Background: an optimization exercise with open tools, aiming at small area, a short achievable clock period and few clock cycles. Do not read the settings as production practice. At most, simulation tests tie the RTL to the original design; equivalence was not proved. Only the layout flow was run in runs 1 and 4 to 6; the RTL was not checked for function there. No activity file was given, so power comes from the tool's default toggle rates.

==> flow/design.v (outline; a module is shown in full before it is edited, if it fits) <==
// module FPU: 96 lines
// module fadd_s1: 47 lines
// module fadd_s2: 34 lines
// module fmul_s1: 949 lines
// module fmul_s2: 32 lines
// module fhalf_u: 10 lines
// module ftoi_u: 13 lines
// module itof_u: 19 lines
// module floor_u: 18 lines
// module fcmp_u: 20 lines
module FPU(clk, rstn, ctl, x1, x2, y, ready, en);
  // ...
==> flow/run.sh <==
#!/bin/bash
# synth_recipe.tcl (not shown) runs the flow's synth.tcl, then flattens the netlist and writes it again
# the make line also repeats each setting of config.mk as NAME=value (left out here)
make -C /OpenROAD-flow-scripts/flow DESIGN_CONFIG=/design/flow/config.mk WORK_HOME=/design/flow/orfs CLKGATE_MAP_FILE= SYNTH_SCRIPT=/design/flow/synth_recipe.tcl finish
==> flow/config.mk <==
export PLATFORM = sky130hd
export DESIGN_NAME = FPU
export DESIGN_NICKNAME = FPU
export VERILOG_FILES = /design/flow/design.v
export SDC_FILE = /design/flow/constraint.sdc
export NUM_CORES = 4
export LEC_CHECK = 0
export ABC_CLOCK_PERIOD_IN_PS = 6000
export CAP_MARGIN = 20
export CORE_MARGIN = 2
export CORE_UTILIZATION = 40
export SETUP_SLACK_MARGIN = 3
export SLEW_MARGIN = 20
==> flow/constraint.sdc <==
create_clock -name core_clock -period 10.0 [get_ports {clk}]
set_input_delay 2.0000 -clock core_clock [delete_from_list [all_inputs] [get_ports {clk}]]
set_output_delay 2.0000 -clock core_clock [all_outputs]
set_load 0.01 [all_outputs]
==> flow_summary_export.csv, run 1 <==
group,metric,value,unit
cells_and_area,multi_input_area_share,74.77,%
critical_path,worst_setup_path_start_kind,"flop",
critical_path,crit_fanout,5,
place,place_area,42970,µm²
sta,setup_slack,1.913,ns
cells_and_area,buffers,480,
global_routing,busiest_layer,"met2",
drt,drtIter0Drc,6447,
die,row_count,116,
sta,period_minus_slack,8.087,ns
cells_and_area,fin_util,47.95,%
sta,worstMarginPinSlew,1.145,ns
outcome,status,"finished clean",
cells_and_area,clock_area_share,1.249,%
synth,avgSynthCellArea,7.061,µm²
clock_network,clockBufferDepth,2,
drt,drc,0,
die,start_util,40.43,%
global_routing,grt_max_degree,64,
synth,synthMuxAreaShare,6.949,%
critical_path,critical_path.max_stage_delay,0.53,ns
global_routing,use_met1,47.64,%
synth,synth_top_family_by_area,"compound AO/OA/AOI/OAI gates",
sta,slew_headroom,22.88,%
place,globalplace.congestion,1.018,
place,dp_hpwl,144200,µm
critical_path,cp.required,8.00,ns
power,leakage,20.26,nW
cells_and_area,clock_buffers,19,
die,io_pins,105,
power,p_int,0.004556,W
clock_network,root_buffer,"clkbuf_16",
==> module FPU, before the edit <==
module FPU(clk, rstn, ctl, x1, x2, y, ready, en);
    input clk, rstn;
    input [4:0] ctl;
    input [31:0] x1, x2;
    input en;
    output reg ready;
    output [31:0] y;
    wire op_add   = (ctl == 5'd0) | (ctl == 5'd1);
    wire op_mul   = (ctl == 5'd2) | (ctl == 5'd20);
    wire op_fhalf = (ctl == 5'd5);
    wire op_ftoi  = (ctl == 5'd6);
    wire op_itof  = (ctl == 5'd7);
    wire op_floor = (ctl == 5'd8);
    wire op_feq   = (ctl == 5'd9);
    wire op_fle   = (ctl == 5'd10);
    wire op_fabs  = (ctl == 5'd11);
    wire op_fneg  = (ctl == 5'd12);
    wire op_fless = (ctl == 5'd13);
    wire op_fmin  = (ctl == 5'd14);
    wire op_fmax  = (ctl == 5'd15);
    wire op_fisz  = (ctl == 5'd16);
    wire op_fisp  = (ctl == 5'd17);
    wire op_fisn  = (ctl == 5'd18);
    wire lt = (x1[30:0] <  x2[30:0]);
    wire eq = (x1[30:0] == x2[30:0]);
    wire [26:0] m_ra, m_rb;
    wire m_cin;
    wire [31:0] mb = ctl[4] ? x1 : x2;
    fmul_s1 u_mul1 (.a(x1[22:0]), .b(mb[22:0]), .ra(m_ra), .rb(m_rb), .cin(m_cin));
    wire [9:0] m_ye0 = x1[30:23] + mb[30:23] + 10'd129;
    wire m_zero = ~(|x1[30:23]) | ~(|mb[30:23]);
    wire m_inf  = (&x1[30:23]) | (&mb[30:23]);
    wire m_ys   = x1[31] ^ mb[31];
    wire [26:0] a_S;
    wire [24:0] a_R;
    wire [7:0]  a_le;
    wire a_effsub, a_bs, a_ls, a_near, a_spec;
    wire [31:0] a_spec_y;
    fadd_s1 u_add1 (.x1(x1), .x2(x2), .sub(ctl[0]), .ge(~lt), .S(a_S), .R(a_R), .le(a_le),
                    .effsub(a_effsub), .bs(a_bs), .ls(a_ls), .isnear(a_near),
                    .spec(a_spec), .spec_y(a_spec_y));
    wire [31:0] half_v, ftoi_v, itof_v, floor_v, min_y, max_y;
    wire half_i, ftoi_i, itof_i, floor_i;
    wire feq_y, fle_y, fless_y;
    fhalf_u u_half (.x(x1), .v(half_v), .inc(half_i));
    ftoi_u  u_ftoi (.x(x1), .v(ftoi_v), .inc(ftoi_i));
    itof_u  u_itof (.x(x1), .v(itof_v), .inc(itof_i));
    floor_u u_floor(.x(x1), .v(floor_v), .inc(floor_i));
    fcmp_u  u_cmp  (.x1(x1), .x2(x2), .lt(lt), .eq(eq), .feq(feq_y), .fle(fle_y),
                    .fless(fless_y), .fmin(min_y), .fmax(max_y));
    wire nz1 = |x1[30:0];
    wire bit0 = (op_feq & feq_y) | (op_fle & fle_y) | (op_fless & fless_y) |
                (op_fisz & ~nz1) | (op_fisp & ~x1[31] & nz1) | (op_fisn & x1[31] & nz1);
    wire add_spec = op_add & a_spec;
    wire [31:0] misc_v =
        ({32{add_spec}} & a_spec_y) |
        ({32{op_fhalf}} & half_v)  |
        ({32{op_ftoi}}  & ftoi_v)  |
        ({32{op_itof}}  & itof_v)  |
        ({32{op_floor}} & floor_v) |
        ({32{op_fmin}}  & min_y)   |
        ({32{op_fmax}}  & max_y)   |
        ({32{op_fabs}}  & {1'b0, x1[30:0]}) |
        ({32{op_fneg}}  & {~x1[31], x1[30:0]}) |
        {31'b0, bit0};
    wire misc_i = (op_fhalf & half_i) | (op_ftoi & ftoi_i) | (op_itof & itof_i) |
                  (op_floor & floor_i);
    reg sel_mul, sel_far, sel_near;
    reg [26:0] r_ra, r_rb, r_S;
    reg r_cin;
    reg [9:0] r_ye0;
    reg r_zero, r_inf, r_ys;
    reg [24:0] r_R;
    reg [7:0] r_le;
    reg r_effsub, r_bs, r_ls;
    reg [31:0] r_misc;
    reg r_inc;
    always @(posedge clk) begin
        ready <= rstn & en;
        sel_mul  <= op_mul;
        sel_far  <= op_add & ~a_spec & ~a_near;
        sel_near <= op_add & ~a_spec & a_near;
        r_ra <= m_ra; r_rb <= m_rb; r_cin <= m_cin;
        r_ye0 <= m_ye0; r_zero <= m_zero; r_inf <= m_inf; r_ys <= m_ys;
        r_S <= a_S; r_R <= a_R; r_le <= a_le;
        r_effsub <= a_effsub; r_bs <= a_bs; r_ls <= a_ls;
        r_misc <= misc_v; r_inc <= misc_i;
    end
    wire [31:0] mul_y, far_y, near_y;
    fmul_s2 u_mul2 (.ra(r_ra), .rb(r_rb), .cin(r_cin), .ye0(r_ye0), .iszero(r_zero),
                    .isinf(r_inf), .ys(r_ys), .y(mul_y));
    fadd_s2 u_add2 (.S(r_S), .R(r_R), .le(r_le), .effsub(r_effsub), .bs(r_bs), .ls(r_ls),
                    .far_y(far_y), .near_y(near_y));
    wire [31:0] misc_y = r_misc + {31'b0, r_inc};
    assign y = sel_mul ? mul_y : sel_far ? far_y : sel_near ? near_y : misc_y;
endmodule
==> module fadd_s1, before the edit <==
module fadd_s1 (
    input  wire [31:0] x1,
    input  wire [31:0] x2,
    input  wire        sub,
    input  wire        ge,       
    output wire [26:0] S,        
    output wire [24:0] R,        
    output wire [7:0]  le,       
    output wire        effsub,
    output wire        bs,       
    output wire        ls,       
    output wire        isnear,
    output wire        spec,
    output wire [31:0] spec_y);
wire        s1 = x1[31];
wire        s2 = x2[31] ^ sub;
wire [7:0]  e1 = x1[30:23];
wire [7:0]  e2 = x2[30:23];
wire [22:0] m1 = x1[22:0];
wire [22:0] m2 = x2[22:0];
assign effsub = s1 ^ s2;
assign ls = ge ? s1 : s2;
wire [31:0] lx = ge ? x1 : {s2, x2[30:0]};
wire [8:0] d12 = {1'b0, e1} - {1'b0, e2};
wire [8:0] d21 = {1'b0, e2} - {1'b0, e1};
wire       e1lt = d12[8];
wire [7:0] shift = e1lt ? d21[7:0] : d12[7:0];
assign le = e1lt ? e2 : e1;
wire [22:0] bm = e1lt ? m2 : m1;
wire [22:0] sm = e1lt ? m1 : m2;
assign bs = e1lt ? s2 : s1;
wire [25:0] lf = {1'b1, bm, 2'b00};
wire [25:0] sf = (|shift[7:5]) ? 26'd0 : ({1'b1, sm, 2'b00} >> shift[4:0]);
assign S = effsub ? {1'b0, lf} - {1'b0, sf} : {1'b0, lf} + {1'b0, sf};
wire        neq = (shift == 8'd0);
wire [24:0] A = neq ? {1'b1, m1, 1'b0} : {1'b1, bm, 1'b0};
wire [24:0] B = neq ? {1'b1, m2, 1'b0} : {2'b01, sm};
wire [25:0] D  = {1'b0, A} - {1'b0, B};
wire [24:0] Dn = B - A;
assign R = D[25] ? Dn : D[24:0];
wire inf = (&e1) | (&e2);
wire z1 = ~(|e1);
wire z2 = ~(|e2);
assign spec = inf | z1 | z2;
assign spec_y = (~inf & z1 & z2) ? {ls, 31'b0} : lx;
assign isnear = effsub & (shift[7:1] == 7'd0);
endmodule
==> module fadd_s2, before the edit <==
module fadd_s2 (
    input  wire [26:0] S,
    input  wire [24:0] R,
    input  wire [7:0]  le,
    input  wire        effsub,
    input  wire        bs,
    input  wire        ls,
    output wire [31:0] far_y,
    output wire [31:0] near_y);
wire t26 = ~effsub & S[26];
wire t24 = effsub & ~S[25];
wire [23:0] W = t26 ? S[26:3] : t24 ? S[24:1] : S[25:2];
wire        r = t26 ? S[2]    : t24 ? S[0]    : S[1];
wire [24:0] af = W + r;
wire [9:0]  fae = {2'b0, le} + {8'b0, t26, ~t26 & ~t24} + {9'b0, af[24]} - 10'd1;
wire [7:0]  fye = (fae[8]) ? 8'hff : fae[7:0];
wire        fflush = (fye == 8'hff) | (fye == 8'h00);
assign far_y = {bs, fye, fflush ? 23'd0 : af[22:0]};
wire [24:0] ar  = R[24:1] + R[0];
wire [7:0]  rye = le + ar[24];
wire [31:0] nr_y = {ls, rye, ar[22:0]};
reg  [4:0]  lz;
integer i;
always @* begin
    lz = 5'd24;
    for (i = 0; i <= 23; i = i + 1)
        if (R[i]) lz = 5'd23 - i[4:0];
end
wire [23:0] norm = R[23:0] << lz;
wire [8:0]  nae = {1'b0, le} - {4'b0, lz} - 9'd1;
wire        nzero = nae[8] | (nae[7:0] == 8'd0);
wire [31:0] nn_y = nzero ? {ls, 31'b0} : {ls, nae[7:0], norm[22:0]};
assign near_y = R[24] ? nr_y : nn_y;
endmodule
==> run 2, diff against run 1 <==
--- a/flow/design.v
+++ b/flow/design.v
@@ -65,7 +65,7 @@
         {31'b0, bit0};
     wire misc_i = (op_fhalf & half_i) | (op_ftoi & ftoi_i) | (op_itof & itof_i) |
                   (op_floor & floor_i);
-    reg sel_mul, sel_far, sel_near;
+    reg sel_mul, sel_far, sel_near, sel_misc;
     reg [26:0] r_ra, r_rb, r_S;
     reg r_cin;
     reg [9:0] r_ye0;
@@ -80,6 +80,7 @@
         sel_mul  <= op_mul;
         sel_far  <= op_add & ~a_spec & ~a_near;
         sel_near <= op_add & ~a_spec & a_near;
+        sel_misc <= ~op_mul & ~(op_add & ~a_spec);
         r_ra <= m_ra; r_rb <= m_rb; r_cin <= m_cin;
         r_ye0 <= m_ye0; r_zero <= m_zero; r_inf <= m_inf; r_ys <= m_ys;
         r_S <= a_S; r_R <= a_R; r_le <= a_le;
@@ -92,7 +93,8 @@
     fadd_s2 u_add2 (.S(r_S), .R(r_R), .le(r_le), .effsub(r_effsub), .bs(r_bs), .ls(r_ls),
                     .far_y(far_y), .near_y(near_y));
     wire [31:0] misc_y = r_misc + {31'b0, r_inc};
-    assign y = sel_mul ? mul_y : sel_far ? far_y : sel_near ? near_y : misc_y;
+    assign y = ({32{sel_mul}}  & mul_y)  | ({32{sel_far}}  & far_y) |
+               ({32{sel_near}} & near_y) | ({32{sel_misc}} & misc_y);
 endmodule
 `default_nettype none
 module fadd_s1 (
@@ -129,7 +131,7 @@
 wire [25:0] lf = {1'b1, bm, 2'b00};
 wire [25:0] sf = (|shift[7:5]) ? 26'd0 : ({1'b1, sm, 2'b00} >> shift[4:0]);
 assign S = effsub ? {1'b0, lf} - {1'b0, sf} : {1'b0, lf} + {1'b0, sf};
-wire        neq = (shift == 8'd0);
+wire        neq = (e1 == e2);
 wire [24:0] A = neq ? {1'b1, m1, 1'b0} : {1'b1, bm, 1'b0};
 wire [24:0] B = neq ? {1'b1, m2, 1'b0} : {2'b01, sm};
 wire [25:0] D  = {1'b0, A} - {1'b0, B};
@@ -151,18 +153,33 @@
     input  wire        ls,
     output wire [31:0] far_y,
     output wire [31:0] near_y);
-wire t26 = ~effsub & S[26];
-wire t24 = effsub & ~S[25];
-wire [23:0] W = t26 ? S[26:3] : t24 ? S[24:1] : S[25:2];
-wire        r = t26 ? S[2]    : t24 ? S[0]    : S[1];
-wire [24:0] af = W + r;
-wire [9:0]  fae = {2'b0, le} + {8'b0, t26, ~t26 & ~t24} + {9'b0, af[24]} - 10'd1;
-wire [7:0]  fye = (fae[8]) ? 8'hff : fae[7:0];
-wire        fflush = (fye == 8'hff) | (fye == 8'h00);
-assign far_y = {bs, fye, fflush ? 23'd0 : af[22:0]};
-wire [24:0] ar  = R[24:1] + R[0];
-wire [7:0]  rye = le + ar[24];
-wire [31:0] nr_y = {ls, rye, ar[22:0]};
+function [8:0] fexp;   
+    input [9:0] e;
+    begin
+        fexp = e[8] ? {1'b1, 8'hff} : {(e[7:0] == 8'hff) | (e[7:0] == 8'h00), e[7:0]};
+    end
+endfunction
+wire [8:0] em1 = fexp({2'b0, le} - 10'd1);
+wire [8:0] e0  = fexp({2'b0, le});
+wire [8:0] ep1 = fexp({2'b0, le} + 10'd1);
+wire [8:0] ep2 = fexp({2'b0, le} + 10'd2);
+wire [23:0] w25 = S[25:2];
+wire [23:0] wx  = effsub ? S[24:1] : S[26:3];
+wire        r25 = S[1];
+wire        rx  = effsub ? S[0] : S[2];
+wire [23:0] i25 = w25 + r25;
+wire [23:0] ix  = wx + rx;
+wire        o25 = r25 & (&w25);      
+wire        ox  = rx & (&wx);
+wire        tx  = effsub ? ~S[25] : S[26];        
+wire [8:0]  fe25 = o25 ? ep1 : e0;
+wire [8:0]  fex  = effsub ? (ox ? e0 : em1) : (ox ? ep2 : ep1);
+wire [8:0]  fe   = tx ? fex : fe25;
+wire [22:0] fm   = tx ? ix[22:0] : i25[22:0];
+assign far_y = {bs, fe[7:0], fe[8] ? 23'd0 : fm};
+wire [23:0] ar  = R[24:1] + R[0];
+wire        ro  = R[0] & (&R[24:1]);
+wire [31:0] nr_y = {ls, ro ? ep1[7:0] : le, ar[22:0]};
 reg  [4:0]  lz;
 integer i;
 always @* begin
==> flow_summary_export.csv, run 2 <==
group,metric,value,unit
drt,vias_per_cell,6.414,
sta,worstMarginPinSlew,1.092,ns
die,row_count,115,
cells_and_area,layout_common_cells,"nand2_1, a21oi_1, inv_1, o21ai_0, nor2_1",
sta,max_freq,135.9,MHz
die,fp.dieH,319.9,µm
power,p_int,0.004431,W
die,core,98710,µm²
global_routing,grt_pass1_vias,40860,
clock_network,cts.sinks,168,
critical_path,crit_buf_inv,4,
global_routing,grt_max_degree,52,
clock_network,postCtsHoldBufs,0,
cells_and_area,largest_registers,"r_misc: 32 flops, r_S: 27 flops, r_rb: 27 flops",
synth,netlist_area,39920,µm²
critical_path,critical_path.max_stage_delay,0.51,ns
cells_and_area,mostFrequentLayoutCell,"nand2_1",
synth,synth_top_area_share,10.78,%
power,power.share.switching,54.28,%
synth,synth-edff-count,0,
place,dp_hpwl,137700,µm
global_routing,globalRouteOverflowTotal,0,
critical_path,cp-end-kind,"output pin",
clock_network,clkTransAtPathRegs,0.06,ns
clock_network,cts_max_level,4,
power,power_frac_clock,6.6,%
synth,avgSynthCellArea,7.050,µm²
synth,ys_seq_elements,168,
cells_and_area,synthToLayoutAreaGrowth,14.84,%
hold_path,hold_path_class,"input port to flop",
cells_and_area,nFillCells,9998,
drt,wl_per_cell,26.41,µm
power,power.share.sequential,13.8,%
clock_network,root_buffer,"clkbuf_16",
synth,synthTopCellsByCount,"nand2_1, a21oi_1, o21ai_0, inv_1, nor2_1",
cells_and_area,fin_nets,6216,
cells_and_area,drive_above_1_share,14.23,%
outcome,status,"finished clean",
die,die_area,102300,µm²
drt,drtIter0Drc,6199,
clock_network,tritoncts,"yes",
synth,ys_types,111,
sta,finalMaxSlewViolations,0,
sta,slew_headroom,26.70,%
drt,drc,0,
clock_network,cts_made_buffers,17,
critical_path,cp.arrival,5.36,ns
sta,min_period_over_period,73.56,%
synth,ys_top_cells_by_area,"fa_1, ha_1, dfxtp_1",
synth,synth.yosys.seq_area_share,8.426,%
sta,period_minus_slack,7.356,ns
critical_path,crit_fanout,5,
die,start_util,40.44,%
critical_path,cp_slowest_cell,"a222oi_1",
synth,synth_flop_cell,"dfxtp_1",
drt,ant_nets,0,
critical_path,critPathTopFamily,"compound AO/OA/AOI/OAI gates",
power,leakage,19.59,nW
power,p_sw,0.005261,W
critical_path,path_class,"flop to output pin",
sta,hold_ws,1.974,ns
sta,finalHoldViolCount,0,
global_routing,grt_pass1_wl,268300,µm
sta,finalSetupViolations,0,
synth,yosysWarnings,4,
cells_and_area,largest_register,"r_misc",
sta,grt_setup_unrepaired,"true",
place,globalplace.congestion,1.064,
global_routing,grtUsageTotal,34.40,%
clock_network,clockBufferDepth,2,
synth,yosys.area.top_type,"fa_1",
cells_and_area,largest_register_ffs,32,
sta,setup-tns-final,0,ns
place,io_buffer_count,104,
drt,dr_total_vias,44550,
synth,synthArstFlopShare,0,%
die,die_w,319.9,µm
synth,postSynthCellCount,5662,
synth,synth_nets,6230,
drt,drt_wl_total,183400,µm
power,power_per_cell_area,211.4,nW/µm²
power,p_comb_share,79.5,%
drt,firstDrtPassIters,10,
global_routing,antenna_found_initial,13,
critical_path,cp_common_cell,"nor3_1",
power,ir_drop,0.1781,mV
critical_path,cp.required,8.00,ns
cells_and_area,fin_util,46.44,%
synth,post-synth-top-count-cell,"nand2_1",
job,max_cap_viol_count,0,
die,io_pins,105,
critical_path,worst_setup_path_start_kind,"flop",
## run 2: cell types whose count changed after synthesis, sizes merged, moves of 19 or more
cell,before,now
nor2,497,426
o21ai,459,524
mux2i,178,230
nand2,540,591
a211oi,101,70
a222oi,24,49
mux4,30,11
o21a,59,40
## run 2: per-layer routing
metal	wire, µm	vias to the layer above	GRT usage (%)
li1	-	20010	-
met1	76910	21020	47.62
met2	74030	2888	49.72
met3	20870	628	7.611
met4	11540	6	17.78
met5	36	-	0
## run 2: final timing paths
| kind | from | to | slack (ns) | depth (start not counted) |
|---|---|---|---|---|
| worst max-delay path | r_R[1] | y[2] | 2.64 | 26 |
| worst min-delay path | x2[27] | r_misc[27] | 1.97 | 3 |
## run 2: layout make-up
class / instances / area (µm²) / area share (%)
Sequential cell: 168 / 3379 / 7.373
Tap cell: 1287 / 1610 / 3.513
Timing Repair inverter: 1 / 6.256 / 0.01365
Multi-Input combinational cell: 4556 / 34680 / 75.65
Timing Repair Buffer: 417 / 3714 / 8.102
Clock inverter: 9 / 107.6 / 0.2347
Inverter: 487 / 1909 / 4.165
Clock buffer: 18 / 429.2 / 0.9363
Antenna cell: 2 / 5.005 / 0.01092
## run 2: power groups by stage
stage / Clock (W) / Combinational, W / Sequential (W)
3_3_place_gp: 0 / 0.00699 / 0.00133
6_report: 0.000643 / 0.00771 / 0.00134
3_5_place_dp: 0 / 0.00709 / 0.00133
4_1_cts: 0.000655 / 0.00743 / 0.00132
5_1_grt: 0.000677 / 0.00855 / 0.00137
2_1_floorplan: 0 / 0.00514 / 0.00108
## run 2: cell families after synthesis
kind of cell | share of synthesized area, %
multiplexers | 7.376
AND/OR/NAND/NOR | 18.31
adder cells (fa/ha/maj) | 19.64
AO/OA/AOI/OAI | 29.55
buffers and inverters | 9.153
flip-flops | 8.426
XOR/XNOR | 7.542
## run 2: worst min-delay path, cell delays in order
cell and delay [ns]:
buf_6 0.11, a221oi_1 0.09, nand2_1 0.17
## run 2: metrics by stage
step / instances / total power, W / cell area [µm²] / setup slack, ns
after floorplan: 5662 / 0.006216 / 40270 / 2.675
after CTS: 6876 / 0.009400 / 44350 / 2.561
final: 6945 / 0.009692 / 45840 / 2.644
after detailed placement: 6749 / 0.008420 / 42130 / 0.9165
after global placement: 6749 / 0.008323 / 42130 / 1.093
after global routing: 6943 / 0.01059 / 45830 / 2.483
## run 2: what timing repair did
| action | 4_1_cts | 5_1_grt |
|---|---|---|
| buffers inserted | 87 | 66 |
| cloned | 13 | 1 |
| pin swaps | 72 | 104 |
| gates resized for setup | 366 | 259 |
| endpoints found under the setup margin | 131 | 115 |
Testbench counts of run 2, summed over its fixed seeds: cycles 24,008.
==> run 3, diff against run 2 <==
--- a/flow/config.mk
+++ b/flow/config.mk
@@ -5,7 +5,6 @@
 export SDC_FILE = /design/flow/constraint.sdc
 export NUM_CORES = 4
 export LEC_CHECK = 0
-export ABC_CLOCK_PERIOD_IN_PS = 6000
 export CAP_MARGIN = 20
 export CORE_MARGIN = 2
 export CORE_UTILIZATION = 40
==> flow_summary_export.csv, run 3 <==
group,metric,value,unit
synth,synth_flop_cell,"dfxtp_1",
critical_path,crit_fanout,5,
drt,drtIter0Drc,6199,
sta,setup_slack,2.644,ns
sta,slew_headroom,26.70,%
cells_and_area,fin_nets,6216,
power,leakage,19.59,nW
critical_path,critPathTopFamily,"compound AO/OA/AOI/OAI gates",
global_routing,busiest_layer,"met2",
hold_path,min_path_cells,3,
die,die_area,102300,µm²
synth,synth-adder-area-share,19.64,%
die,core,98710,µm²
drt,dr_total_vias,44550,
global_routing,antenna_found_initial,13,
synth,yosys.area_share.simple,18.31,%
drt,drt_wl_total,183400,µm
sta,min_period_over_period,73.56,%
critical_path,crit_buf_inv,4,
place,dp.cells,6749,
cells_and_area,largest_register,"r_misc",
clock_network,cts_made_buffers,17,
place,dp_hpwl,137700,µm
place,globalplace.congestion,1.064,
die,row_count,115,
die,die_w,319.9,µm
outcome,status,"finished clean",
sta,finalSetupViolations,0,
synth,synth_xor_area_share,7.542,%
synth,synth_compound_area_share,29.55,%
die,io_pins,105,
drt,vias_per_cell,6.414,
critical_path,worst_setup_path_start_kind,"flop",
place,dp_slack,0.9165,ns
sta,max_freq,135.9,MHz
clock_network,cts.sinks,168,
cells_and_area,synthToLayoutAreaGrowth,14.84,%
synth,ys_seq_elements,168,
sta,worstMarginPinSlew,1.092,ns
global_routing,grtUsageTotal,34.40,%
critical_path,critical_path.max_stage_delay,0.51,ns
critical_path,cp.arrival,5.36,ns
global_routing,use_met3,7.611,%
critical_path,cp.required,8.00,ns
synth,synthMuxAreaShare,7.376,%
sta,grt_setup_unrepaired,"true",
synth,synth.yosys.seq_area_share,8.426,%
die,start_util,40.44,%
clock_network,clockBufferDepth,2,
sta,period_minus_slack,7.356,ns
drt,ant_nets,0,
synth,netlist_area,39920,µm²
sta,hold_ws,1.974,ns
synth,yosys.area.top_type,"fa_1",
clock_network,tritoncts,"yes",
synth,avgSynthCellArea,7.050,µm²
global_routing,use_met1,47.62,%
synth,yosysWarnings,4,
cells_and_area,drive_above_1_share,14.23,%
drt,drc,0,
synth,postSynthCellCount,5662,
hold_path,hp-start,"x2[27]",
synth,synth_top_family_by_area,"compound AO/OA/AOI/OAI gates",
hold_path,hold_path_class,"input port to flop",
cells_and_area,layout_common_cells,"nand2_1, a21oi_1, inv_1, o21ai_0, nor2_1",
global_routing,globalRouteOverflowTotal,0,
cells_and_area,largest_registers,"r_misc: 32 flops, r_S: 27 flops, r_rb: 27 flops",
job,max_cap_viol_count,0,
clock_network,clkTransAtPathRegs,0.06,ns
cells_and_area,largest_register_ffs,32,
cells_and_area,mostFrequentLayoutCell,"nand2_1",
synth,synth-edff-count,0,
die,fp.dieH,319.9,µm
clock_network,root_buffer,"clkbuf_16",
critical_path,cp_common_cell,"nor3_1",
synth,ys_top_cells_by_area,"fa_1, ha_1, dfxtp_1",
cells_and_area,layout.cells.non_filler,6945,
hold_path,min_to,"r_misc[27]",
synth,synth_top_area_share,10.78,%
global_routing,grt_max_degree,52,
critical_path,cp-end-kind,"output pin",
global_routing,grt_pass1_vias,40860,
synth,ys_types,111,
power,ir_drop,0.1781,mV
power,power_per_cell_area,211.4,nW/µm²
sta,setup-tns-final,0,ns
sta,finalHoldViolCount,0,
global_routing,grt_pass1_wl,268300,µm
critical_path,path_class,"flop to output pin",
clock_network,cts_max_level,4,
critical_path,cp_slowest_cell,"a222oi_1",
synth,synthTopCellsByCount,"nand2_1, a21oi_1, o21ai_0, inv_1, nor2_1",
synth,synthArstFlopShare,0,%
global_routing,met2_usage,49.72,%
place,io_buffer_count,104,
sta,finalMaxSlewViolations,0,
synth,post-synth-top-count-cell,"nand2_1",
drt,firstDrtPassIters,10,
synth,synth_nets,6230,
drt,wl_per_cell,26.41,µm
run 3: cell counts after synthesis:
Identical to the previous run, type by type.
run 3: power breakdown:
| part | total (W) | switching, W | leakage (nW) | internal [W] |
|---|---|---|---|---|
| Clock | 0.000643 | 0.000284 | 0.259 | 0.000359 |
| Combinational | 0.00771 | 0.00461 | 17.9 | 0.00309 |
| Sequential | 0.00134 | 0.000362 | 1.41 | 0.000979 |
run 3: area by class of cell:
| cell class | count | area (µm²) |
|---|---|---|
| Multi-Input combinational cell | 4556 | 34680 |
| Fill cell | 9998 | 52870 |
| Timing Repair Buffer | 417 | 3714 |
| Tap cell | 1287 | 1610 |
| Clock buffer | 18 | 429.2 |
| Inverter | 487 | 1909 |
| Sequential cell | 168 | 3379 |
| Timing Repair inverter | 1 | 6.256 |
| Antenna cell | 2 | 5.005 |
| Clock inverter | 9 | 107.6 |
run 3: worst max-delay path by stage:
| stage | start | to | slack (ns) | depth (start not counted) |
|---|---|---|---|---|
| after global routing | r_R[1] | y[4] | 2.48 | 26 |
| after global placement | x1[28] | r_S[24] | 1.09 | 26 |
| after floorplan | x1[23] | r_S[24] | 2.67 | 37 |
| after CTS | r_R[1] | y[6] | 2.56 | 26 |
| final | r_R[1] | y[2] | 2.64 | 26 |
| after detailed placement | x1[28] | r_R[24] | 0.92 | 26 |
run 3: cells by family (layout without fill, tap and decap cells):
group | Yosys count | count (layout)
AOI/OAI and AO/OA | 1849 | 1851
xor gates and xnor gates | 342 | 342
adders and majority gates | 498 | 498
buffers and inverters | 947 | 932
DFF | 168 | 168
muxes | 276 | 276
other | 0 | 2
and+or+nand+nor | 1582 | 1589
run 3: metrics by stage:
step,util (%),power (W),area (µm²)
2_1_floorplan,-,0.006216,40270
3_3_place_gp,42.68,0.008323,42130
3_5_place_dp,42.68,0.008420,42130
4_1_cts,44.93,0.009400,44350
5_1_grt,46.43,0.01059,45830
6_report,46.44,0.009692,45840
run 3: layer usage:
layer	part of all wire, %	vias up
met5	0.020	-
met4	6.3	6
met3	11	628
met2	40	2888
met1	42	21020
li1	-	20010
run 3: repair_timing:
action / 4_1_cts / 5_1_grt
gates cloned: 13 / 1
setup endpoints to repair: 131 / 115
pin swaps: 72 / 104
gates resized for setup: 366 / 259
setup buffers: 87 / 66
endpoints found under the hold margin: 0 / 0
hold buffers: 0 / 0
==> module ftoi_u, before the edit <==
module ftoi_u (
    input  wire [31:0] x,
    output wire [31:0] v,
    output wire        inc);
wire [7:0]  e = x[30:23];
wire [31:0] r = {1'b1, x[22:0], 8'b0};      
wire [7:0]  sh = 8'd157 - e;
wire [31:0] t = (e < 8'd126) ? 32'd0 : (r >> sh[4:0]);
wire [32:0] u = {1'b0, t} ^ {33{x[31]}};
wire        big = (e > 8'd157);
assign v = big ? 32'h80000000 : u[32:1];
assign inc = ~big & u[0];
endmodule
==> module itof_u, before the edit <==
module itof_u (
    input  wire [31:0] x,
    output wire [31:0] v,
    output wire        inc);
wire        s = x[31];
wire [31:0] absx = s ? (~x + 32'd1) : x;
reg [4:0] lz;
integer i;
always @* begin
    lz = 5'd30;
    for (i = 0; i <= 30; i = i + 1)
        if (absx[i]) lz = 5'd30 - i[4:0];
end
wire [30:0] norm = absx[30:0] << lz;
wire [7:0]  e = 8'd157 - {3'b0, lz};
wire        zero = (absx[30:0] == 31'd0);
assign v = absx[31] ? 32'hcf000000 : zero ? 32'd0 : {s, e, norm[29:7]};
assign inc = ~absx[31] & ~zero & norm[6];
endmodule
==> module fcmp_u, before the edit <==
module fcmp_u (
    input  wire [31:0] x1,
    input  wire [31:0] x2,
    input  wire        lt,       
    input  wire        eq,       
    output wire        feq,
    output wire        fle,
    output wire        fless,
    output wire [31:0] fmin,
    output wire [31:0] fmax);
wire s1 = x1[31];
wire s2 = x2[31];
wire absle = lt | eq;
assign feq = eq & (s1 == s2);
assign fle = (~s1 & ~s2 & absle) | (s1 & ~s2) | (s1 & s2 & (~absle | eq));
assign fless = (~s1 & ~s2 & lt) | (s1 & ~s2 & ((|x1[30:0]) | (|x2[30:0]))) |
               (s1 & s2 & ~lt & ~eq);
assign fmin = fle ? x1 : x2;
assign fmax = fle ? x2 : x1;
endmodule
==> run 4, diff against run 3 <==
--- a/flow/design.v
+++ b/flow/design.v
@@ -36,18 +36,24 @@
     wire [7:0]  a_le;
     wire a_effsub, a_bs, a_ls, a_near, a_spec;
     wire [31:0] a_spec_y;
-    fadd_s1 u_add1 (.x1(x1), .x2(x2), .sub(ctl[0]), .ge(~lt), .S(a_S), .R(a_R), .le(a_le),
+    wire [31:0] tsh;
+    wire [31:0] mx;
+    fadd_s1 u_add1 (.x1(x1), .x2(x2), .sub(ctl[0]), .ge(~lt), .is_ftoi(op_ftoi), .mx(mx[30:0]),
+                    .tsh(tsh), .S(a_S), .R(a_R), .le(a_le),
                     .effsub(a_effsub), .bs(a_bs), .ls(a_ls), .isnear(a_near),
                     .spec(a_spec), .spec_y(a_spec_y));
-    wire [31:0] half_v, ftoi_v, itof_v, floor_v, min_y, max_y;
+    wire [31:0] half_v, ftoi_v, itof_v, floor_v;
+    wire fmin_x1;
     wire half_i, ftoi_i, itof_i, floor_i;
     wire feq_y, fle_y, fless_y;
     fhalf_u u_half (.x(x1), .v(half_v), .inc(half_i));
-    ftoi_u  u_ftoi (.x(x1), .v(ftoi_v), .inc(ftoi_i));
+    ftoi_u  u_ftoi (.x(x1), .t(tsh), .v(ftoi_v), .inc(ftoi_i));
     itof_u  u_itof (.x(x1), .v(itof_v), .inc(itof_i));
     floor_u u_floor(.x(x1), .v(floor_v), .inc(floor_i));
     fcmp_u  u_cmp  (.x1(x1), .x2(x2), .lt(lt), .eq(eq), .feq(feq_y), .fle(fle_y),
-                    .fless(fless_y), .fmin(min_y), .fmax(max_y));
+                    .fless(fless_y), .fmin_x1(fmin_x1));
+    wire pick_x1 = op_add ? ~lt : (fmin_x1 ^ op_fmax);
+    assign mx = pick_x1 ? x1 : x2;
     wire nz1 = |x1[30:0];
     wire bit0 = (op_feq & feq_y) | (op_fle & fle_y) | (op_fless & fless_y) |
                 (op_fisz & ~nz1) | (op_fisp & ~x1[31] & nz1) | (op_fisn & x1[31] & nz1);
@@ -58,8 +64,7 @@
         ({32{op_ftoi}}  & ftoi_v)  |
         ({32{op_itof}}  & itof_v)  |
         ({32{op_floor}} & floor_v) |
-        ({32{op_fmin}}  & min_y)   |
-        ({32{op_fmax}}  & max_y)   |
+        ({32{op_fmin | op_fmax}} & mx) |
         ({32{op_fabs}}  & {1'b0, x1[30:0]}) |
         ({32{op_fneg}}  & {~x1[31], x1[30:0]}) |
         {31'b0, bit0};
@@ -102,6 +107,9 @@
     input  wire [31:0] x2,
     input  wire        sub,
     input  wire        ge,       
+    input  wire        is_ftoi,  
+    input  wire [30:0] mx,       
+    output wire [31:0] tsh,      
     output wire [26:0] S,        
     output wire [24:0] R,        
     output wire [7:0]  le,       
@@ -119,29 +127,30 @@
 wire [22:0] m2 = x2[22:0];
 assign effsub = s1 ^ s2;
 assign ls = ge ? s1 : s2;
-wire [31:0] lx = ge ? x1 : {s2, x2[30:0]};
-wire [8:0] d12 = {1'b0, e1} - {1'b0, e2};
-wire [8:0] d21 = {1'b0, e2} - {1'b0, e1};
-wire       e1lt = d12[8];
-wire [7:0] shift = e1lt ? d21[7:0] : d12[7:0];
-assign le = e1lt ? e2 : e1;
-wire [22:0] bm = e1lt ? m2 : m1;
-wire [22:0] sm = e1lt ? m1 : m2;
-assign bs = e1lt ? s2 : s1;
+wire [7:0]  d12 = e1 - e2;
+wire [7:0]  d21 = e2 - e1;
+wire [7:0]  shift = ge ? d12 : d21;
+assign le = mx[30:23];
+wire [22:0] bm = mx[22:0];
+wire [22:0] sm = (ge & ~is_ftoi) ? m2 : m1;
+assign bs = ls;
 wire [25:0] lf = {1'b1, bm, 2'b00};
-wire [25:0] sf = (|shift[7:5]) ? 26'd0 : ({1'b1, sm, 2'b00} >> shift[4:0]);
+wire [7:0]  fsh = 8'd157 - e1;
+wire [4:0]  sa = is_ftoi ? fsh[4:0] : shift[4:0];
+wire        sz = is_ftoi ? (e1 < 8'd126) : (|shift[7:5]);
+wire [31:0] sh32 = sz ? 32'd0 : ({1'b1, sm, 8'b0} >> sa);
+wire [25:0] sf = sh32[31:6];
+assign tsh = sh32;
 assign S = effsub ? {1'b0, lf} - {1'b0, sf} : {1'b0, lf} + {1'b0, sf};
 wire        neq = (e1 == e2);
-wire [24:0] A = neq ? {1'b1, m1, 1'b0} : {1'b1, bm, 1'b0};
-wire [24:0] B = neq ? {1'b1, m2, 1'b0} : {2'b01, sm};
-wire [25:0] D  = {1'b0, A} - {1'b0, B};
-wire [24:0] Dn = B - A;
-assign R = D[25] ? Dn : D[24:0];
+wire [24:0] A = {1'b1, bm, 1'b0};
+wire [24:0] B = neq ? {1'b1, sm, 1'b0} : {2'b01, sm};
+assign R = A - B;
 wire inf = (&e1) | (&e2);
 wire z1 = ~(|e1);
 wire z2 = ~(|e2);
 assign spec = inf | z1 | z2;
-assign spec_y = (~inf & z1 & z2) ? {ls, 31'b0} : lx;
+assign spec_y = {ls, (~inf & z1 & z2) ? 31'b0 : mx};
 assign isnear = effsub & (shift[7:1] == 7'd0);
 endmodule
 module fadd_s2 (
@@ -180,14 +189,11 @@
 wire [23:0] ar  = R[24:1] + R[0];
 wire        ro  = R[0] & (&R[24:1]);
 wire [31:0] nr_y = {ls, ro ? ep1[7:0] : le, ar[22:0]};
-reg  [4:0]  lz;
-integer i;
-always @* begin
-    lz = 5'd24;
-    for (i = 0; i <= 23; i = i + 1)
-        if (R[i]) lz = 5'd23 - i[4:0];
-end
-wire [23:0] norm = R[23:0] << lz;
+wire [4:0]  lz;
+wire [31:0] nv;
+lzc32 u_lzc (.v({R[23:0], 8'h80}), .n(lz));
+shl32 u_shl (.v({R[23:0], 8'h00}), .n(lz), .y(nv));
+wire [23:0] norm = nv[31:8];
 wire [8:0]  nae = {1'b0, le} - {4'b0, lz} - 9'd1;
 wire        nzero = nae[8] | (nae[7:0] == 8'd0);
 wire [31:0] nn_y = nzero ? {ls, 31'b0} : {ls, nae[7:0], norm[22:0]};
@@ -1192,12 +1198,10 @@
 `default_nettype none
 module ftoi_u (
     input  wire [31:0] x,
+    input  wire [31:0] t,        
     output wire [31:0] v,
     output wire        inc);
 wire [7:0]  e = x[30:23];
-wire [31:0] r = {1'b1, x[22:0], 8'b0};      
-wire [7:0]  sh = 8'd157 - e;
-wire [31:0] t = (e < 8'd126) ? 32'd0 : (r >> sh[4:0]);
 wire [32:0] u = {1'b0, t} ^ {33{x[31]}};
 wire        big = (e > 8'd157);
 assign v = big ? 32'h80000000 : u[32:1];
@@ -1211,14 +1215,11 @@
     output wire        inc);
 wire        s = x[31];
 wire [31:0] absx = s ? (~x + 32'd1) : x;
-reg [4:0] lz;
-integer i;
-always @* begin
-    lz = 5'd30;
-    for (i = 0; i <= 30; i = i + 1)
-        if (absx[i]) lz = 5'd30 - i[4:0];
-end
-wire [30:0] norm = absx[30:0] << lz;
+wire [4:0]  lz;
+wire [31:0] nv;
+lzc32 u_lzc (.v({absx[30:0], 1'b1}), .n(lz));
+shl32 u_shl (.v({absx[30:0], 1'b0}), .n(lz), .y(nv));
+wire [30:0] norm = nv[31:1];
 wire [7:0]  e = 8'd157 - {3'b0, lz};
 wire        zero = (absx[30:0] == 31'd0);
 assign v = absx[31] ? 32'hcf000000 : zero ? 32'd0 : {s, e, norm[29:7]};
@@ -1254,8 +1255,7 @@
     output wire        feq,
     output wire        fle,
     output wire        fless,
-    output wire [31:0] fmin,
-    output wire [31:0] fmax);
+    output wire        fmin_x1);   
 wire s1 = x1[31];
 wire s2 = x2[31];
 wire absle = lt | eq;
@@ -1263,7 +1263,46 @@
 assign fle = (~s1 & ~s2 & absle) | (s1 & ~s2) | (s1 & s2 & (~absle | eq));
 assign fless = (~s1 & ~s2 & lt) | (s1 & ~s2 & ((|x1[30:0]) | (|x2[30:0]))) |
                (s1 & s2 & ~lt & ~eq);
-assign fmin = fle ? x1 : x2;
-assign fmax = fle ? x2 : x1;
+assign fmin_x1 = fle;
+endmodule
+`default_nettype wire
+`default_nettype none
+module lzc32 (
+    input  wire [31:0] v,
+    output wire [4:0]  n);
+wire [15:0] z1;  wire [15:0] c1;
+wire [7:0]  z2;  wire [15:0] c2;
+wire [3:0]  z3;  wire [11:0] c3;
+wire [1:0]  z4;  wire [7:0]  c4;
+genvar i;
+generate
+    for (i = 0; i < 16; i = i + 1) begin : l1
+        assign z1[i] = ~v[2*i+1] & ~v[2*i];
+        assign c1[i] = ~v[2*i+1];
+    end
+    for (i = 0; i < 8; i = i + 1) begin : l2
+        assign z2[i] = z1[2*i+1] & z1[2*i];
+        assign c2[2*i+1:2*i] = z1[2*i+1] ? {1'b1, c1[2*i]} : {1'b0, c1[2*i+1]};
+    end
+    for (i = 0; i < 4; i = i + 1) begin : l3
+        assign z3[i] = z2[2*i+1] & z2[2*i];
+        assign c3[3*i+2:3*i] = z2[2*i+1] ? {1'b1, c2[4*i+1:4*i]} : {1'b0, c2[4*i+3:4*i+2]};
+    end
+    for (i = 0; i < 2; i = i + 1) begin : l4
+        assign z4[i] = z3[2*i+1] & z3[2*i];
+        assign c4[4*i+3:4*i] = z3[2*i+1] ? {1'b1, c3[6*i+2:6*i]} : {1'b0, c3[6*i+5:6*i+3]};
+    end
+endgenerate
+assign n = z4[1] ? {1'b1, c4[3:0]} : {1'b0, c4[7:4]};
+endmodule
+module shl32 (
+    input  wire [31:0] v,
+    input  wire [4:0]  n,
+    output wire [31:0] y);
+wire [31:0] s4 = n[4] ? {v[15:0], 16'b0} : v;
+wire [31:0] s3 = n[3] ? {s4[23:0], 8'b0} : s4;
+wire [31:0] s2 = n[2] ? {s3[27:0], 4'b0} : s3;
+wire [31:0] s1 = n[1] ? {s2[29:0], 2'b0} : s2;
+assign y = n[0] ? {s1[30:0], 1'b0} : s1;
 endmodule
 `default_nettype wire
--- a/flow/config.mk
+++ b/flow/config.mk
@@ -5,6 +5,7 @@
 export SDC_FILE = /design/flow/constraint.sdc
 export NUM_CORES = 4
 export LEC_CHECK = 0
+export ABC_CLOCK_PERIOD_IN_PS = 6000
 export CAP_MARGIN = 20
 export CORE_MARGIN = 2
 export CORE_UTILIZATION = 40
==> flow_summary_export.csv, run 4 <==
group,metric,value,unit
outcome,status,"finished clean",
critical_path,worst_setup_path_start_kind,"input port",
synth,synth_flop_cell,"dfxtp_1",
drt,ant_nets,0,
cells_and_area,mostFrequentLayoutCell,"nand2_1",
place,dp_hpwl,132600,µm
synth,ys_top_cells_by_area,"fa_1, dfxtp_1, ha_1",
synth,yosysWarnings,3,
global_routing,grt_max_degree,67,
hold_path,min_path_cells,6,
drt,firstDrtPassIters,7,
sta,grt_setup_unrepaired,"true",
die,core,91660,µm²
power,leakage,19.21,nW
die,start_util,40.37,%
clock_network,clockBufferDepth,2,
cells_and_area,nFillCells,9092,
power,ir_drop,0.2351,mV
sta,period_minus_slack,7.889,ns
drt,drt_wl_total,178200,µm
clock_network,cts_max_level,4,
place,io_buffer_count,104,
power,power_per_cell_area,233.1,nW/µm²
die,die_area,94970,µm²
sta,max_freq,126.8,MHz
synth,yosys.area.top_type,"fa_1",
cells_and_area,layout_common_cells,"nand2_1, o21ai_0, a21oi_1, inv_1, buf_4",
drt,wl_per_cell,26.65,µm
synth,postSynthCellCount,5262,
die,fp.dieH,308.2,µm
sta,finalSetupViolations,0,
die,io_pins,105,
place,globalplace.congestion,1.029,
drt,drtIter0Drc,5857,
synth,synth-edff-count,0,
cells_and_area,fin_nets,6026,
place,dp.cells,6350,
sta,setup-tns-final,0,ns
die,die_w,308.2,µm
global_routing,globalRouteOverflowTotal,0,
sta,min_period_over_period,78.89,%
clock_network,tritoncts,"yes",
drt,vias_per_cell,6.373,
critical_path,cp_slowest_cell,"mux2i_1",
sta,worstMarginPinSlew,1.162,ns
cells_and_area,largest_register,"r_misc",
cells_and_area,layout.cells.non_filler,6688,
synth,synthArstFlopShare,0,%
critical_path,path_class,"input port to flop",
drt,dr_total_vias,42620,
synth,netlist_area,37010,µm²
synth,synthTopCellsByCount,"nand2_1, o21ai_0, a21oi_1, inv_1, nor2_1",
global_routing,antenna_found_initial,9,
clock_network,root_buffer,"clkbuf_16",
synth,ys_types,111,
clock_network,clkTransAtPathRegs,0.08,ns
critical_path,cp_common_cell,"a21o_1",
critical_path,cp.arrival,8.30,ns
clock_network,cts.sinks,167,
synth,synth.yosys.seq_area_share,9.034,%
global_routing,grtUsageTotal,36.29,%
synth,synth_nets,5800,
critical_path,crit_fanout,7,
synth,synth_top_area_share,11.58,%
critical_path,cp-end-kind,"flop",
cells_and_area,synthToLayoutAreaGrowth,23.10,%
critical_path,cp.required,10.41,ns
cells_and_area,largest_registers,"r_misc: 32 flops, r_S: 27 flops, r_rb: 27 flops",
global_routing,grt_pass1_vias,39210,
sta,slew_headroom,21.71,%
place,dp_slack,0.4514,ns
clock_network,cts_made_buffers,17,
synth,post-synth-top-count-cell,"nand2_1",
die,row_count,111,
drt,drc,0,
global_routing,grt_pass1_wl,259800,µm
job,max_cap_viol_count,0,
synth,ys_seq_elements,167,
critical_path,critical_path.max_stage_delay,0.52,ns
cells_and_area,largest_register_ffs,32,
hold_path,hold_path_class,"input port to flop",
sta,setup_slack,2.111,ns
sta,finalMaxSlewViolations,0,
cells_and_area,drive_above_1_share,20.41,%
sta,finalHoldViolCount,0,
clock_network,postCtsHoldBufs,0,
synth,avgSynthCellArea,7.033,µm²
## run 4: worst max-delay path: cells and delay by family
kind / cells / cell delay (ns)
xor+xnor: 1 / 0.13
fa+ha+maj: 2 / 0.56
simple gates: 3 / 0.41
mux: 2 / 0.70
compound gates: 22 / 4.06
buf+inv: 3 / 0.38
## run 4: cell type report
cell class	count	area, µm²	share of cell area (%)
Multi-Input combinational cell	4252	32960	72.35
Clock buffer	17	425.4	0.9338
Inverter	445	1737	3.812
Sequential cell	167	3367	7.391
Tap cell	1186	1484	3.257
Antenna cell	1	2.502	0.005493
Clock inverter	15	158.9	0.3488
Timing Repair Buffer	605	5424	11.91
## run 4: cells by family after synthesis
group                      count (synthesis)  share of synthesized area [%]
buffers and inverters                    846                          8.730
muxes                                    200                          5.636
adders and majority gates                468                          20.15
and+or+nand+nor                         1517                          18.90
AOI/OAI and AO/OA                       1719                          29.33
xor gates and xnor gates                 345                          8.216
DFF                                      167                          9.034
## run 4: what timing repair did
action / CTS / global route
pin swaps: 197 / 141
resized for setup: 809 / 210
setup buffers: 218 / 73
setup endpoints to repair: 133 / 102
cloned: 14 / 0
## run 4: layer usage
layer / part of all wire, % / GRT usage, % / vias up
li1: - / - / 19050
met1: 42 / 50.29 / 20280
met2: 41 / 51.99 / 2729
met3: 11 / 7.730 / 554
met4: 6.5 / 20.15 / 6
met5: 0.022 / 0 / -
## run 4: power breakdown
group | switching, W | total (W) | internal [W]
Clock | 0.000325 | 0.000656 | 0.000331
Combinational | 0.00504 | 0.00858 | 0.00354
Sequential | 0.000393 | 0.00138 | 0.000988
Total | 0.00576 | 0.0106 | 0.00486
## run 4: final timing paths
| check | from | to | slack, ns |
|---|---|---|---|
| worst min-delay path | x1[27] | r_misc[27] | 2.04 |
| worst max-delay path | x2[20] | r_S[24] | 2.11 |
## run 4: per-stage QoR
stage                     power, W  utilization, %  hold WS (ns)  area [µm²]
after CTS                  0.01015           48.22         2.002       44200
final                      0.01062           49.70         2.037       45560
after global routing       0.01147           49.70         2.052       45550
after floorplan           0.006094               -         2.028       37350
after detailed placement  0.008619           43.41         2.544       39790
after global placement    0.008571           43.39         2.529       39780
==> run 5, diff against run 4 <==
==> flow/config.mk (replaced) <==
export PLATFORM = sky130hd
export DESIGN_NAME = FPU
export DESIGN_NICKNAME = FPU
export VERILOG_FILES = /design/flow/design.v
export SDC_FILE = /design/flow/constraint.sdc
export NUM_CORES = 4
export LEC_CHECK = 0
export ABC_CLOCK_PERIOD_IN_PS = 3500
export CAP_MARGIN = 20
export CORE_MARGIN = 2
export CORE_UTILIZATION = 40
export SETUP_SLACK_MARGIN = 2.5
export SLEW_MARGIN = 20
==> flow_summary_export.csv, run 5 <==
group,metric,value,unit
power,power_per_cell_area,234.7,nW/µm²
synth,yosysWarnings,3,
cells_and_area,largest_register,"r_misc",
power,totalPowerFinal,0.01024,W
drt,ant_nets,0,
die,row_count,111,
synth,synth_top_area_share,11.58,%
synth,yosys.area.top_type,"fa_1",
critical_path,crit_fanout,8,
sta,finalSetupViolations,0,
place,place_area,40010,µm²
place,dp_hpwl,133300,µm
clock_network,clkTransAtPathRegs,0.08,ns
drt,drt_wl_total,174600,µm
die,die_area,94970,µm²
synth,ys_types,111,
sta,finalHoldViolCount,0,
clock_network,cts_made_buffers,17,
sta,worstMarginPinSlew,1.198,ns
sta,grt_setup_unrepaired,"true",
sta,period_minus_slack,7.917,ns
sta,min_period_over_period,79.17,%
clock_network,tritoncts,"yes",
cells_and_area,nFillCells,9405,
drt,drc,0,
global_routing,grt_max_degree,69,
cells_and_area,largest_registers,"r_misc: 32 flops, r_S: 27 flops, r_rb: 27 flops",
synth,synthArstFlopShare,0,%
sta,max_freq,126.3,MHz
drt,vias_per_cell,6.311,
drt,wl_per_cell,26.45,µm
synth,synth-edff-count,0,
die,fp.dieH,308.2,µm
clock_network,cts.sinks,167,
cells_and_area,largest_register_ffs,32,
global_routing,grt_pass1_vias,38620,
die,die_w,308.2,µm
synth,synth_nets,5800,
die,core,91660,µm²
synth,postSynthCellCount,5262,
synth,netlist_area,37010,µm²
job,max_cap_viol_count,0,
sta,setup_slack,2.083,ns
global_routing,globalRouteOverflowTotal,0,
power,ir_drop,0.1946,mV
global_routing,grt_pass1_wl,254300,µm
clock_network,root_buffer,"clkbuf_16",
power,leakage,18.55,nW
place,io_buffer_count,104,
die,io_pins,105,
critical_path,worst_setup_path_start_kind,"input port",
synth,synthTopCellsByCount,"nand2_1, o21ai_0, a21oi_1, inv_1, nor2_1",
sta,slew_headroom,19.29,%
critical_path,critical_path.max_stage_delay,0.42,ns
critical_path,cp.required,10.36,ns
hold_path,hold_path_class,"input port to flop",
critical_path,cp_common_cell,"a21o_1",
die,start_util,40.37,%
synth,avgSynthCellArea,7.033,µm²
cells_and_area,layout_common_cells,"nand2_1, o21ai_0, a21oi_1, inv_1, buf_4",
cells_and_area,drive_above_1_share,15.91,%
cells_and_area,synthToLayoutAreaGrowth,17.87,%
cells_and_area,fin_nets,5936,
sta,finalMaxSlewViolations,0,
place,dp_slack,0.3766,ns
critical_path,cp.arrival,8.27,ns
outcome,status,"finished clean",
hold_path,min_path_cells,4,
critical_path,cp-end-kind,"flop",
synth,ys_top_cells_by_area,"fa_1, dfxtp_1, ha_1",
hold_path,hp-start,"x2[28]",
cells_and_area,mostFrequentLayoutCell,"nand2_1",
place,globalplace.congestion,1.013,
critical_path,cp_slowest_cell,"a221o_1",
global_routing,antenna_found_initial,9,
synth,synth_flop_cell,"dfxtp_1",
drt,drtIter0Drc,5952,
clock_network,cts_max_level,4,
drt,firstDrtPassIters,9,
drt,dr_total_vias,41660,
critical_path,path_class,"input port to flop",
clock_network,clockBufferDepth,2,
synth,post-synth-top-count-cell,"nand2_1",
cells_and_area,post-route-cell-area,43620,µm²
hold_path,min_to,"r_le[5]",
cells_and_area,fin_util,47.59,%
global_routing,grtUsageTotal,35.56,%
synth,ys_seq_elements,167,
synth,synth.yosys.seq_area_share,9.034,%
sta,setup-tns-final,0,ns
## run 5: cell counts after synthesis
Identical to the previous run, type by type.
## run 5: per-stage QoR
step           hold slack, ns  std cells
4_1_cts                 2.026       6548
2_1_floorplan           2.028       5262
6_report                2.044       6601
5_1_grt                 2.038       6598
3_5_place_dp            2.569       6379
3_3_place_gp            2.567       6379
## run 5: worst max-delay path by stage
stage	from	end	slack [ns]	cells past startpoint
after floorplan	x1[23]	r_S[24]	1.84	39
after global placement	x2[10]	r_S[24]	0.42	36
after detailed placement	x2[10]	r_S[24]	0.38	35
after CTS	x1[29]	r_S[24]	2.26	35
after global routing	x2[10]	r_S[18]	1.91	36
final	x2[10]	r_S[18]	2.08	36
## run 5: cell type report
type / count / area, µm² / share of cell area (%)
antenna: 4 / 10.01 / 0.02295
clock inverter: 15 / 173.9 / 0.3987
tap: 1186 / 1484 / 3.402
multi-input combinational: 4253 / 32120 / 73.63
timing repair buffer: 514 / 4325 / 9.916
clock buffer: 17 / 425.4 / 0.9753
sequential: 167 / 3359 / 7.702
inverter: 445 / 1725 / 3.956
## run 5: critical path: cells and delay by family
family	cells	cell delay, ns
multiplexers	1	0.21
XOR/XNOR	2	0.49
adder cells (fa/ha/maj)	2	0.44
AO/OA/AOI/OAI	22	4.03
buffers and inverters	8	0.99
AND/OR/NAND/NOR	1	0.11
## run 5: logic make-up after synthesis
| group | synth area share [%] |
|---|---|
| AO/OA/AOI/OAI | 29.33 |
| AND/OR/NAND/NOR | 18.90 |
| buffers and inverters | 8.730 |
| adder cells (fa/ha/maj) | 20.15 |
| XOR/XNOR | 8.216 |
| multiplexers | 5.636 |
| flip-flops | 9.034 |
## run 5: routing by layer
| layer | vias to the layer above | share of wire, % | GRT usage (%) |
|---|---|---|---|
| met5 | - | 0.0086 | 0 |
| met4 | 2 | 6.2 | 18.28 |
| met3 | 508 | 11 | 7.263 |
| met2 | 2508 | 41 | 51.62 |
| met1 | 19770 | 42 | 49.45 |
| li1 | 18870 | - | - |
## run 5: power by group
part	internal (W)	switching, W	leakage (nW)
clock	0.000336	0.000331	0.292
sequential	0.000984	0.000348	1.40
combinational	0.00330	0.00493	16.9
total	0.00462	0.00561	18.5
## run 5: what timing repair did
item                       CTS  global route
setup endpoints to repair  116            94
pin swaps                  117            78
resized for setup          507           103
hold buffers                 0             0
gates cloned                 6             2
setup buffers              131            46
==> run 6, diff against run 5 <==
--- a/flow/design.v
+++ b/flow/design.v
@@ -127,24 +127,27 @@
 wire [22:0] m2 = x2[22:0];
 assign effsub = s1 ^ s2;
 assign ls = ge ? s1 : s2;
-wire [7:0]  d12 = e1 - e2;
+wire [8:0]  d12 = {1'b0, e1} - {1'b0, e2};
 wire [7:0]  d21 = e2 - e1;
-wire [7:0]  shift = ge ? d12 : d21;
-assign le = mx[30:23];
-wire [22:0] bm = mx[22:0];
-wire [22:0] sm = (ge & ~is_ftoi) ? m2 : m1;
+wire        e1lt = d12[8];
+wire [7:0]  shift = e1lt ? d21 : d12[7:0];
+assign le = e1lt ? e2 : e1;
+wire [22:0] fbm = e1lt ? m2 : m1;
+wire [22:0] fsm = (e1lt | is_ftoi) ? m1 : m2;
 assign bs = ls;
-wire [25:0] lf = {1'b1, bm, 2'b00};
+wire [26:0] lf = {2'b01, fbm, 2'b00};
 wire [7:0]  fsh = 8'd157 - e1;
 wire [4:0]  sa = is_ftoi ? fsh[4:0] : shift[4:0];
 wire        sz = is_ftoi ? (e1 < 8'd126) : (|shift[7:5]);
-wire [31:0] sh32 = sz ? 32'd0 : ({1'b1, sm, 8'b0} >> sa);
-wire [25:0] sf = sh32[31:6];
+wire [31:0] sh32 = sz ? 32'd0 : ({1'b1, fsm, 8'b0} >> sa);
+wire [26:0] sf = {1'b0, sh32[31:6]};
 assign tsh = sh32;
-assign S = effsub ? {1'b0, lf} - {1'b0, sf} : {1'b0, lf} + {1'b0, sf};
+assign S = lf + (sf ^ {27{effsub}}) + {26'd0, effsub};
 wire        neq = (e1 == e2);
-wire [24:0] A = {1'b1, bm, 1'b0};
-wire [24:0] B = neq ? {1'b1, sm, 1'b0} : {2'b01, sm};
+wire [22:0] nbm = mx[22:0];
+wire [22:0] nsm = ge ? m2 : m1;
+wire [24:0] A = {1'b1, nbm, 1'b0};
+wire [24:0] B = neq ? {1'b1, nsm, 1'b0} : {2'b01, nsm};
 assign R = A - B;
 wire inf = (&e1) | (&e2);
 wire z1 = ~(|e1);
--- a/flow/config.mk
+++ b/flow/config.mk
@@ -5,7 +5,6 @@
 export SDC_FILE = /design/flow/constraint.sdc
 export NUM_CORES = 4
 export LEC_CHECK = 0
-export ABC_CLOCK_PERIOD_IN_PS = 3500
 export CAP_MARGIN = 20
 export CORE_MARGIN = 2
 export CORE_UTILIZATION = 40
==> flow_summary_export.csv, run 6 <==
group,metric,value,unit
outcome,status,"finished clean",
critical_path,critical_path.max_stage_delay,0.61,ns
synth,ys_types,105,
critical_path,cp-end-kind,"flop",
place,io_buffer_count,104,
place,globalplace.congestion,1.051,
clock_network,cts_max_level,4,
global_routing,globalRouteOverflowTotal,0,
drt,firstDrtPassIters,8,
die,start_util,40.17,%
sta,finalSetupViolations,0,
place,dp_slack,0.8604,ns
job,max_cap_viol_count,0,
cells_and_area,synthToLayoutAreaGrowth,13.56,%
global_routing,grt_max_degree,55,
synth,yosysWarnings,3,
clock_network,clkTransAtPathRegs,0.06,ns
critical_path,cp.arrival,7.71,ns
hold_path,min_path_cells,3,
drt,drc,0,
sta,setup-tns-final,0,ns
place,dp_hpwl,127400,µm
hold_path,hp-start,"x2[30]",
sta,grt_setup_unrepaired,"true",
clock_network,cts_made_buffers,17,
critical_path,worst_setup_path_start_kind,"input port",
sta,min_period_over_period,75.01,%
sta,finalHoldViolCount,0,
drt,wl_per_cell,26.74,µm
synth,synth-edff-count,0,
critical_path,crit_buf_inv,8,
synth,synth.yosys.seq_area_share,9.120,%
critical_path,crit_fanout,23,
die,core,91250,µm²
clock_network,tritoncts,"yes",
cells_and_area,fin_nets,5618,
sta,setup_slack,2.499,ns
synth,ys_top_cells_by_area,"fa_1, dfxtp_1, ha_1",
global_routing,grtUsageTotal,34.50,%
sta,max_freq,133.3,MHz
drt,ant_nets,0,
power,p_comb_share,80.0,%
power,ir_drop,0.1930,mV
power,power_per_cell_area,246.4,nW/µm²
drt,drtIter0Drc,6325,
critical_path,critPathTopFamily,"compound AO/OA/AOI/OAI gates",
cells_and_area,largest_register_ffs,32,
global_routing,grt_pass1_vias,36870,
synth,netlist_area,36660,µm²
sta,slew_headroom,16.89,%
die,die_area,94080,µm²
cells_and_area,drive_above_1_share,12.97,%
power,power.share.switching,55.40,%
synth,postSynthCellCount,5090,
critical_path,cp_slowest_cell,"clkdlybuf4s50_1",
power,p_sw,0.005681,W
critical_path,path_class,"input port to flop",
sta,period_minus_slack,7.501,ns
die,fp.dieH,306.7,µm
synth,yosys.area.top_type,"fa_1",
cells_and_area,layout_common_cells,"nand2_1, o21ai_0, a21oi_1, inv_1, nor2_1",
power,p_int,0.004574,W
synth,synthArstFlopShare,0,%
synth,synthTopCellsByCount,"nand2_1, o21ai_0, a21oi_1, inv_1, nor2_1",
synth,post-synth-top-count-cell,"nand2_1",
sta,worstMarginPinSlew,1.234,ns
power,leakage,17.41,nW
critical_path,cp.required,10.21,ns
drt,dr_total_vias,40670,
critical_path,cp_common_cell,"buf_4",
clock_network,postCtsHoldBufs,0,
global_routing,grt_pass1_wl,246500,µm
synth,avgSynthCellArea,7.202,µm²
hold_path,min_to,"r_misc[30]",
synth,ys_seq_elements,167,
power,power_frac_clock,6.2,%
sta,finalMaxSlewViolations,0,
cells_and_area,largest_register,"r_misc",
clock_network,root_buffer,"clkbuf_16",
cells_and_area,fin_util,45.62,%
synth,synth_top_area_share,11.63,%
die,row_count,111,
die,die_w,306.7,µm
cells_and_area,largest_registers,"r_misc: 32 flops, r_S: 27 flops, r_rb: 27 flops",
place,dp.cells,6126,
cells_and_area,layout.cells.non_filler,6311,
power,power.share.sequential,13.8,%
hold_path,hold_path_class,"input port to flop",
synth,synth_nets,5600,
global_routing,antenna_found_initial,6,
drt,drt_wl_total,168700,µm
clock_network,cts.sinks,167,
cells_and_area,mostFrequentLayoutCell,"nand2_1",
die,io_pins,105,
drt,vias_per_cell,6.445,
critical_path,crit_chain,"clkdlybuf4s50_1, buf_4, inv_1, buf_4, ha_1, and2_1, nand4_1, a2111o_1, a211oi_1, o211ai_1, a211oi_4, buf_4, inv_1, nor3_1, a41oi_2, buf_4, buf_4, a211oi_1, a21o_1, o221ai_1, a21oi_1, o21ai_0",
clock_network,clockBufferDepth,2,
synth,synth_flop_cell,"dfxtp_1",
-- run 6: changes by cell type in the layout (fill, tap and decap cells not counted), sizes merged, moves of 30 or more --
cell / change
buf: -134
o21ai: -67
inv: -51
nand2: -59
a21oi: -30
nand3: -33
-- run 6: cells by family after synthesis --
logic type,after synthesis,share of synthesized area (%)
xor gates and xnor gates,384,9.175
AOI/OAI and AO/OA,1656,28.94
adders and majority gates,444,19.48
buffers and inverters,804,8.417
DFF,167,9.120
muxes,251,7.417
and+or+nand+nor,1384,17.45
-- run 6: power groups by stage --
stage | clock (W) | combinational [W] | sequential, W
3_3_place_gp | 0 | 0.00751 | 0.00139
3_5_place_dp | 0 | 0.00755 | 0.00139
5_1_grt | 0.000678 | 0.00895 | 0.00144
2_1_floorplan | 0 | 0.00516 | 0.00111
4_1_cts | 0.000655 | 0.00786 | 0.00138
6_report | 0.000641 | 0.00820 | 0.00141
-- run 6: final cells by class --
class | count | area [µm²]
fillers | 9183 | 49620
multi-input cells | 4123 | 31320
flip-flops and latches | 167 | 3366
repair buffers | 396 | 3337
inverters | 402 | 1544
well taps | 1186 | 1484
clock buffers | 20 | 446.7
clock inverters | 12 | 117.6
diodes | 4 | 10.01
repair inverters | 1 | 5.005
-- run 6: metrics by stage --
stage,total power [W],hold slack [ns],cell area (µm²)
finish,0.01026,2.018,41630
global route,0.01106,2.023,41620
CTS,0.009896,2.078,40790
detailed placement,0.008942,2.574,38870
global placement,0.008899,2.569,38870
floorplan,0.006270,2.028,36820
-- run 6: worst max path at each step --
stage / end / cells past startpoint / slack (ns) / startpoint
after detailed placement: r_S[26] / 32 / 0.86 / x1[25]
after floorplan: r_S[26] / 34 / 2.50 / x1[23]
after CTS: y[14] / 19 / 2.50 / r_ra[0]
after global placement: r_S[26] / 32 / 0.97 / x1[25]
after global routing: r_S[26] / 33 / 2.46 / x2[25]
final: r_misc[1] / 22 / 2.50 / x1[9]
-- run 6: per-layer routing --
| layer | vias to the layer above | track usage, % | part of all wire, % |
|---|---|---|---|
| li1 | 18160 | - | - |
| met1 | 19270 | 48.29 | 42 |
| met2 | 2727 | 49.70 | 41 |
| met3 | 511 | 8.677 | 12 |
| met4 | 8 | 15.22 | 5.3 |
| met5 | - | 0 | 0.076 |
-- run 6: what timing repair did --
item                                    CTS  global route
endpoints found under the setup margin  104            92
buffers inserted                         86            55
cloned                                    7             1
pin swaps                                71            74
resized for setup                       181           165
-- run 6: worst min-delay path, delay by kind of cell --
kind                   cells  cell delay [ns]
AO/OA/AOI/OAI              2             0.27
buffers and inverters      1             0.16

-- separate check: timing with driven ports --
The results above use ideal ports. As a check the final layouts listed here were re-extracted and re-timed, cells and wires unchanged. Step 1, drivers: a clkbuf_16 drives clk and a buf_2 each remaining input, both assumed. Step 2 adds t to the input delays and takes it off the output delays; t is the mean of the earliest and latest rising clock arrival at the registers after step 1. Input paths then give back, and output paths get back, about the clock's delay inside the block. Three values: ideal ports, drivers, drivers and shift; two values: the first two.
| run | t, ns | slack for setup (ns) | worst setup path at the end |
|---|---|---|---|
| run 1 | 0.550 | 1.913 / 1.844 / 1.976 | input to register |
| run 2 | 0.527 | 2.644 / 2.580 / 2.397 | input to register |
| run 3 | 0.527 | 2.644 / 2.580 / 2.397 | input to register |
| run 4 | 0.534 | 2.111 / 2.137 / 1.604 | input to register |
| run 5 | 0.528 | 2.083 / 2.092 / 1.565 | input to register |
| run 6 | 0.519 | 2.499 / 2.484 / 2.026 | input to register |
After both steps setup and hold are still met in every run listed. The setup slack of run 5, which loses most, moves by +0.009 ns with the drivers and by -0.518 ns with both steps.
